This is an optimization exercise on Yosys and OpenROAD, whose aim is small area, not a production implementation. RTL that was checked went through simulation tests only; none was proved equivalent to the original. No activity file was given, so power comes from the tool's default toggle rates.

==> 08-27 <==
==> flow/design.v (excerpt) <==
module calc_logic(
   input clk,
   input rst,
   input [4:0] keycode,
   input newkey,
   output [15:0] Xdisplay,
   output LED_NEG_digit,
   output LED_OVW
   );
   reg [17:0] X, Y;
   reg [1:0] OP;
   assign Xdisplay = X[15:0];
   assign LED_OVW = X[16];
   assign LED_NEG_digit = X[17];
   wire digit  = newkey & keycode[4];
   wire optr   = newkey & (keycode[4:2] == 3'b010);
   wire clra   = newkey & (keycode == 5'b00100);
   wire equals = newkey & (keycode == 5'b00011);
   wire sqr    = newkey & (keycode == 5'b00001);
   wire chs    = newkey & (keycode == 5'b00010);
   wire eq_add = equals & (OP == 2'b11);
   wire eq_sub = equals & (OP == 2'b10);
   wire eq_mul = equals & (OP == 2'b01);
   wire hold   = ~newkey | (keycode == 5'b00000) | (keycode == 5'b00101) |
                 (keycode == 5'b00110) | (keycode == 5'b00111) |
                 (keycode == 5'b01101) | (keycode == 5'b01110) |
                 (keycode == 5'b01111) | (equals & (OP == 2'b00));
   wire ysel   = eq_add | eq_sub;
   wire c_one  = hold | eq_add | eq_sub | chs;    
   wire c_neg  = eq_sub | chs;                    
   wire [8:0] one, two, neg;
   wire one2_top;
   wire [3:0] C = ({4{ysel}} & Y[3:0]) | ({4{digit}} & keycode[3:0]);
   wire [17:0] B = ({18{sqr}} & X) | ({18{eq_mul}} & Y);
   wire [8:0] e_one, e_two, e_neg;
   calc_benc u_enc (.b(B), .one(e_one), .two(e_two), .neg(e_neg));
   assign one = e_one | {6'b0, digit, 1'b0, c_one};
   assign two = e_two;
   assign neg = e_neg | {8'b0, c_neg};
   assign one2_top = e_one[2];
   wire [17:0] nX = ~X;
   wire [8:0] onen = ~one, twon = ~two;
   wire one2_topn = ~one2_top;
  ...
export LEC_CHECK = 0
export CAP_MARGIN = 20
export CORE_MARGIN = 2
export CORE_UTILIZATION = 40
export SLEW_MARGIN = 20
export SYNTH_HIERARCHICAL = 1
export SYNTH_MINIMUM_KEEP_SIZE = 0
create_clock -name core_clock -period 8.0 [get_ports {clk}]
standard.sh (not shown) runs the stock make flow with config.mk's settings and CLKGATE_MAP_FILE= SYNTH_SCRIPT=/design/flow/synth_recipe.tcl, a recipe that flattens the netlist after the stock synthesis.
==> flow/flow/run.sh <==
#!/bin/bash
# Standard ORFS layout (the standard.sh, standard synthesis unchanged) with two
# layout-only tweaks: plain buf_1 port buffers and no CTS dummy loads.
set -euo pipefail
bash standard.sh \
  "BUFFER_PORTS_ARGS=-buffer_cell sky130_fd_sc_hd__buf_1" \
  "CTS_ARGS=-sink_clustering_enable -repair_clock_nets -buf_list sky130_fd_sc_hd__clkbuf_8 -dont_use_dummy_load -sink_clustering_size 20 -sink_clustering_max_diameter 300" \
  finish > flow_make.log 2>&1
==> inputs of 12-11, as changes to 08-27 <==
--- a/flow/design.v
+++ b/flow/design.v
@@ -25,25 +25,30 @@
                  (keycode == 5'b00110) | (keycode == 5'b00111) |
                  (keycode == 5'b01101) | (keycode == 5'b01110) |
                  (keycode == 5'b01111) | (equals & (OP == 2'b00));
    wire ysel   = eq_add | eq_sub;
    wire c_one  = hold | eq_add | eq_sub | chs;    
    wire c_neg  = eq_sub | chs;                    
-   wire [8:0] one, two, neg;
-   wire one2_top;
+   wire [8:0] neg, onen, twon, e_onen, e_twon;
+   wire one2_topn;
    wire [3:0] C = ({4{ysel}} & Y[3:0]) | ({4{digit}} & keycode[3:0]);
    wire [17:0] B = ({18{sqr}} & X) | ({18{eq_mul}} & Y);
-   wire [8:0] e_one, e_two, e_neg;
-   calc_benc u_enc (.b(B), .one(e_one), .two(e_two), .neg(e_neg));
-   assign one = e_one | {6'b0, digit, 1'b0, c_one};
-   assign two = e_two;
-   assign neg = e_neg | {8'b0, c_neg};
-   assign one2_top = e_one[2];
+   wire [18:0] Bx = {B, 1'b0};
+   genvar gj;
+   generate for (gj = 0; gj < 9; gj = gj + 1) begin : g_enc
+      wire d21;
+      calc_xnor2 u_one (.a(Bx[2*gj+1]), .b(Bx[2*gj]), .y(e_onen[gj]));
+      calc_xor2  u_d21 (.a(Bx[2*gj+2]), .b(Bx[2*gj+1]), .y(d21));
+      calc_nand2 u_two (.a(e_onen[gj]), .b(d21), .y(e_twon[gj]));
+   end endgenerate
+   assign onen = e_onen & ~{6'b0, digit, 1'b0, c_one};
+   assign twon = e_twon;
+   assign neg = {B[17], B[15], B[13], B[11], B[9], B[7], B[5], B[3], B[1]} | {8'b0, c_neg};
+   assign one2_topn = e_onen[2];
    wire [17:0] nX = ~X;
-   wire [8:0] onen = ~one, twon = ~two;
-   wire one2_topn = ~one2_top;
+   wire [8:0] one = ~onen, two = ~twon;
    wire p1, sl2, cn3, p4, sl5, p6, sl7, p8, sl9, p10, sl11, p12, sl13, p14, sl15, p16, sl17, p18, sl19, p20, sl21, p22, sl23, p24, sl25, p26, sl27, p28, sl29, p30, sl31, p32, sl33, p34, sl35, p36, sl37, p38, sl39, cn40, m41, m42, p43, sl44, p45, p46, p47, p48, p49, p50, p51, p52, p53, p54, p55, p56, p57, p58, p59, sl60, cn61, p62, sl63, p64, sl65, p66, sl67, p68, sl69, p70, sl71, p72, sl73, p74, sl75, p76, sl77, p78, sl79, p80, sl81, p82, sl83, p84, sl85, p86, sl87, p88, sl89, cn90, p91, sl92, p93, sl94, p95, sl96, p97, sl98, p99, sl100, p101, sl102, p103, sl104, p105, sl106, p107, sl108, p109, sl110, p111, sl112, p113, sl114, cn115, p116, sl117, p118, sl119, p120, sl121, p122, sl123, p124, sl125, p126, sl127, p128, sl129, p130, sl131, p132, sl133, p134, sl135, cn136, p137, sl138, p139, sl140, p141, sl142, p143, sl144, p145, sl146, p147, sl148, p149, sl150, p151, sl152, cn153, p154, sl155, p156, sl157, p158, sl159, p160, sl161, p162, sl163, p164, sl165, cn166, p167, sl168, p169, sl170, p171, sl172, p173, sl174, cn175, p176, sl177, x178, s179, c180, s181, c182, s183, c184, s185, c186, s187, c188, s189, c190, s191, c192, s193, c194, s195, c196, s197, c198, s199, c200, s201, c202, x203, x204, x205, s206, c207, s208, c209, s210, c211, s212, c213, s214, c215, s216, c217, s218, c219, s220, c221, s222, c223, s224, c225, s226, c227, s228, c229, s230, c231, s232, c233, s234, c235, s236, c237, s238, c239, s240, c241, x242, x243, s244, c245, s246, c247, s248, c249, s250, c251, s252, c253, s254, c255, s256, c257, s258, c259, s260, c261, s262, c263, s264, c265, s266, c267, x268, s269, c270, s271, c272, s273, c274, s275, c276, s277, c278, s279, c280, s281, c282, s283, c284, s285, c286, s287, c288, s289, c290, s291, c292, s293, c294, s295, c296, s297, c298, s299, c300, x301, s302, c303, s304, c305, s306, c307, s308, c309, s310, c311, s312, c313, s314, c315, s316, c317, s318, c319, s320, c321, s322, c323, s324, c325, s326, c327, s328, c329, s330, c331, s332, c333, s334, c335, x336, g337, g338, q339, g340, q341, g342, q343, g344, q345, g346, g347, q348, g349, g350, g351, g352, g353, g354, g355, x356, x357, x358, x359, x360, x361, x362, x363, x364, x365;
    calc_nor2 u_bs0_0 (.a(onen[0]), .b(nX[0]), .y(sl2));
    assign cn3 = neg[0] & ~sl2;
    calc_o22ai u_bs1_0 (.a1(onen[0]), .a2(nX[1]), .b1(twon[0]), .b2(nX[0]), .y(sl5));
    assign p4 = sl5 ^ neg[0];
    calc_o22ai u_bs2_0 (.a1(onen[0]), .a2(nX[2]), .b1(twon[0]), .b2(nX[1]), .y(sl7));
@@ -352,12 +357,21 @@
    assign s = a ^ b;
    assign co = a & b;
 endmodule
 module calc_bsel(input one, input two, input neg, input x1, input x2, output p);
    assign p = ((one & x1) | (two & x2)) ^ neg;
 endmodule
+module calc_xnor2(input a, input b, output y);
+   assign y = ~(a ^ b);
+endmodule
+module calc_xor2(input a, input b, output y);
+   assign y = a ^ b;
+endmodule
+module calc_nand2(input a, input b, output y);
+   assign y = ~(a & b);
+endmodule
 module calc_nor2(input a, input b, output y);
    assign y = ~(a | b);
 endmodule
 module calc_o22ai(input a1, input a2, input b1, input b2, output y);
    assign y = ~((a1 | a2) & (b1 | b2));
 endmodule
==> flow/flow/run.sh (replaced) <==
#!/bin/bash
# Standard ORFS layout (the standard.sh, standard synthesis unchanged) with two
# layout-only tweaks: plain buf_1 port buffers and no CTS dummy loads.
set -euo pipefail
bash standard.sh \
  "BUFFER_PORTS_ARGS=-buffer_cell sky130_fd_sc_hd__buf_1" \
  "CTS_ARGS=-sink_clustering_enable -repair_clock_nets -buf_list sky130_fd_sc_hd__clkbuf_8 -dont_use_dummy_load" \
  finish > flow_make.log 2>&1
==> summary of the runs <==
- Sequential cell count is the same in 08-27 and 12-11.
- Critical path depth: 08-27 is lower than 12-11 (2).
- Of 12-11 and 08-27, 08-27 has the higher clock power (gap about 3%, measured against 08-27).
- Global-route usage: 08-27 is lower than 12-11 (0.66 points).
- Against 12-11, the non-clock buffer count of 08-27 is lower by 5.
- Sequential share of layout area: 08-27 is higher than 12-11 (0.37 points).
- Against 08-27, the clock skew of 12-11 is higher by 2.1 ps.
- Against 08-27, the hold slack of 12-11 is lower by 4.2 ps.
- Between 08-27 and 12-11, the lower synthesized cell count is in 08-27 (gap about 1%, measured against 12-11).
Function not checked in 12-11: the RTL went through the layout flow alone.

port drivers added, routing unchanged:
How much do the figures lean on ideal ports? The routed layouts below were timed once more, with nothing changed but the port constraints. Step 1 sets driving cells, clkbuf_16 on the clock port and buf_2 on the other inputs (assumed; they add their load-dependent delay and slew). Step 2 also shifts input and output timing later by t, the mid clock arrival at the registers, as if the neighbouring blocks saw the same clock. Slacks: ideal ports / drivers / drivers and shift; pairs: ideal ports / drivers.
run | t (ns) | slack for setup (ns) | worst register clock-pin slew, ns | worst data-port slew with drivers (ns) | cell pins on the clock port's net
08-27 | 0.318 | 0.407 / 0.414 / 0.096 | 0.08 / 0.08 | 0.04 | 1
12-11 | 0.331 | 0.367 / 0.374 / 0.043 | 0.08 / 0.08 | 0.03 | 1
After both steps every run listed still meets setup and hold. For 12-11, which loses most, drivers alone change the setup slack by +0.007 ns; drivers and shift together by -0.324 ns.
